Source: an optimization exercise on an open RTL-to-GDS flow (aim: small area). Production flows keep margins and buffers that such runs may drop.
The RTL was checked by simulation tests, not by an equivalence proof against the original design.
Power is estimated from default activity; no workload was simulated.

willow:
## amp_frontend
module amp_frontend (
    input reset,
    input wire clk,
    input rx_in,
    input nerror_in,
    output i2s_bck,
    output i2s_ws,
    output i2s_d0,
    output i2c_sda,
    output i2c_scl,
    output nenable_out,
    output nmute_out);
    wire init_st;
    wire i2c_active;
    wire [7:0] i2c_tick;
    spdif_decoder spdif (
      .clk_in(clk),
      .reset(reset),
      .rx_in(rx_in),
      .i2s_bck(i2s_bck),
      .i2s_ws(i2s_ws),
      .i2s_d0(i2s_d0),
      .init_st(init_st));
    assign nenable_out = init_st;
    amp_state_control ctrl (
      .clk_in(clk),
      .reset(reset),
      .nerror_in(nerror_in),
      .nmute_out(nmute_out),
      .i2c_active(i2c_active),
      .i2c_tick(i2c_tick));
    amp_i2c_master i2c (
      .tick_idx(i2c_tick),
      .active(i2c_active),
      .sda(i2c_sda),
      .scl(i2c_scl));
endmodule
For scale: ~510 cells after synthesis, roughly 100 flip-flops, about 5500 um2 of cells after synthesis.
clock: 10.0 ns
lec_check: 0
cap_margin: 20
core_margin: 2
core_utilization: 40
slew_margin: 20
standard.sh (not shown) runs the stock make flow with config.mk's settings and CLKGATE_MAP_FILE= SYNTH_SCRIPT=/design/flow/synth_recipe.tcl, a recipe that flattens the netlist after the stock synthesis.
==> flow/flow/run.sh <==
#!/bin/bash
# The standard layout (standard.sh), with the clock tree built without
# dummy loads and with the buffers and clustering below, and minimum-size
# port buffers. Each tool's output goes to the ORFS logs; make's to standard.log.
export CTS_ARGS="-repair_clock_nets -dont_use_dummy_load -sink_clustering_enable -sink_clustering_levels 1 -sink_clustering_size 50 -sink_clustering_max_diameter 300 -buf_list {sky130_fd_sc_hd__clkbuf_8 sky130_fd_sc_hd__clkbuf_16}"
export BUFFER_PORTS_ARGS="-buffer_cell sky130_fd_sc_hd__buf_1"
bash standard.sh > standard.log 2>&1
willow completed; timing, DRC and antenna clean
diff inputs: willow => ember
==> flow/flow/run.sh <==
#!/bin/bash
cp standard.sh standard_sh.log
export CTS_ARGS="-sink_clustering_enable -repair_clock_nets -dont_use_dummy_load -buf_list {sky130_fd_sc_hd__clkbuf_4 sky130_fd_sc_hd__clkbuf_8}"
export BUFFER_PORTS_ARGS="-buffer_cell sky130_fd_sc_hd__buf_1"
bash standard.sh > standard.log 2>&1
[summary]
Re max capacitance violation total: no difference whatsoever between ember and willow. | portion of the layout cell area used by non-clock buffers | willow vs ember | ≈ equal |. Power dissipated by switching net loads: ember < willow. In ember, sequential share of layout area is higher than in willow. Against willow as the reference, ember delivers a lower detail-routed net length per standard cell. Global-route usage sits lower in ember than in willow. Of ember and willow, the run reporting the lower area growth from synthesis to layout was ember. From ember to willow, sequential cell count did not move at all. Summary of ember over willow: clock share of power lower; overall power consumption lower.
Input-level comparison between fjord and ember:
==> flow/flow/run.sh <==
#!/bin/bash
# The standard layout (standard.sh), with the clock tree built without
# dummy loads and with the buffers and clustering below, and minimum-size
# port buffers. Each tool's output goes to the ORFS logs; make's to standard.log.
export CTS_ARGS="-repair_clock_nets -dont_use_dummy_load -buf_list {sky130_fd_sc_hd__clkbuf_16}"
export BUFFER_PORTS_ARGS="-buffer_cell sky130_fd_sc_hd__buf_1"
bash standard.sh > standard.log 2>&1
### Flow results
Delta (fjord minus ember): post-synth design cell area held steady, final routed wire length divided by cell count grew by 1.5%. On register-to-register slack, fjord and ember are basically level. In terms of via count of the first global-routing pass, ember and fjord differ only marginally. fjord against ember; total routed wirelength is up slightly. In fjord the sequential share of layout area turned out 0.77 points lower than in ember. Area of all placed cells without fillers, fjord vs ember: up slightly. ember -> fjord: power consumed by sequential cells flat. Of fjord and ember, the higher total power belongs to fjord. Diff ember..fjord | initial core utilization | unchanged.
The inputs of amber differ from those of fjord as listed below.
==> flow/flow/run.sh <==
#!/bin/bash
# The standard layout (standard.sh) with three changes:
#  - synthesis maps the logic with an area-oriented ABC recipe (area.abc) and
#    leaves adders to ABC instead of mapping them to adder cells first;
#  - the clock tree is built without dummy load cells;
#  - ports get minimum-size buffers.
# make's output goes to standard.log; each tool's log is in orfs/logs.
set -euo pipefail
W=$PWD
export AREA_ABC_SCRIPT=$W/flow/area.abc
export FLOW_SYNTH_TCL=$W/synth_recipe.tcl
export ADDER_MAP_FILE=
export CTS_ARGS="-sink_clustering_enable -repair_clock_nets -dont_use_dummy_load -buf_list {sky130_fd_sc_hd__clkbuf_4 sky130_fd_sc_hd__clkbuf_8}"
export BUFFER_PORTS_ARGS="-buffer_cell sky130_fd_sc_hd__buf_1"
sed "s#SYNTH_SCRIPT=[^ ]*#SYNTH_SCRIPT=$W/flow/area_synth.tcl#" standard.sh > area_standard.sh
grep -q "SYNTH_SCRIPT=$W/flow/area_synth.tcl" area_standard.sh
bash area_standard.sh > standard.log 2>&1
==> flow/flow/area.abc (new file) <==
strash
&get -n
&fraig -x
&put
scorr
dc2
strash
&get -n
&deepsyn -T 30 -S 7
&put
dch -f
amap
==> flow/flow/area_synth.tcl (new file) <==
# The standard flow's synthesis script (synth_recipe.tcl, which sources ORFS's synth.tcl)
# with one change: the ABC call uses the area-oriented recipe in area.abc
# instead of ORFS's speed script. Registers are mapped before ABC runs, so
# they are the same as in the standard synthesis.
proc abc {args} {
  set i [lsearch $args -script]
  if {$i >= 0} { lset args [expr {$i + 1}] $::env(AREA_ABC_SCRIPT) }
  yosys abc {*}$args
}
source $::env(FLOW_SYNTH_TCL)
==> notes.md <==
- Overall power of the completed layout was higher in the run labelled amber.
- Initial standard-cell utilization of the core on amber is up relative to fjord.
- The combinational family with the most area after synthesis comes out compound AO/OA/AOI/OAI gates in one run and multiplexers in the other, namely in amber and fjord respectively.
- Against fjord, amber comes in 0.10 ns higher on critical path arrival.
diff inputs: amber => violet
==> flow/run.sh (new file) <==
#!/bin/bash
# synth_recipe.tcl (not shown) runs the flow's synth.tcl, then flattens the netlist and writes it again
# the make line also repeats each setting of config.mk as NAME=value (left out here)
make -C /OpenROAD-flow-scripts/flow DESIGN_CONFIG=/design/flow/config.mk WORK_HOME=/design/flow/orfs CLKGATE_MAP_FILE= SYNTH_SCRIPT=/design/flow/synth_recipe.tcl finish
removed: flow/flow/run.sh
removed: flow/flow/area.abc
removed: flow/flow/area_synth.tcl
removed: flow/standard.sh
violet reports a lower peak clock frequency supported by timing than amber does.
In the metrics for amber and violet, the one carrying the higher multi-input gate count is violet.
Going from amber to violet, post-synthesis adder-cell area fraction went up 3.6 points, sum of buffers and inverters on the critical path down 1, area after synthesis increased by 20% relative to the old numbers, die area rose about 20%.
Power dissipated in combinational cells ends up lower on violet.
In the flow results for amber and violet, the share of power burned in combinational logic is smaller on violet.

## what the ideal ports hide
Ports are ideal in the flow. The routed layouts listed here were re-timed in OpenROAD. Step 1 (the two cells are an assumption about what drives the block):
set clk [get_ports {clk}]
set_driving_cell -lib_cell sky130_fd_sc_hd__clkbuf_16 $clk
set_driving_cell -lib_cell sky130_fd_sc_hd__buf_2 [delete_from_list [all_inputs] $clk]
Step 2, shift: input delay + t, output delay - t, t = (earliest + latest rising clock arrival at the registers) / 2. This alone moves slack from input paths to output paths. a / b / c = ideal ports / drivers / drivers and shift; a / b = the first two.
run	t (ns)	slack for setup (ns)	worst data-port slew with drivers (ns)
willow	0.381	5.533 / 5.491 / 5.872	0.03
ember	0.393	5.510 / 5.473 / 5.866	0.03
fjord	0.381	5.533 / 5.491 / 5.872	0.03
amber	0.379	5.427 / 5.395 / 5.774	0.03
violet	0.381	5.242 / 5.205 / 5.585	0.03
After both steps every run listed still meets setup and hold.
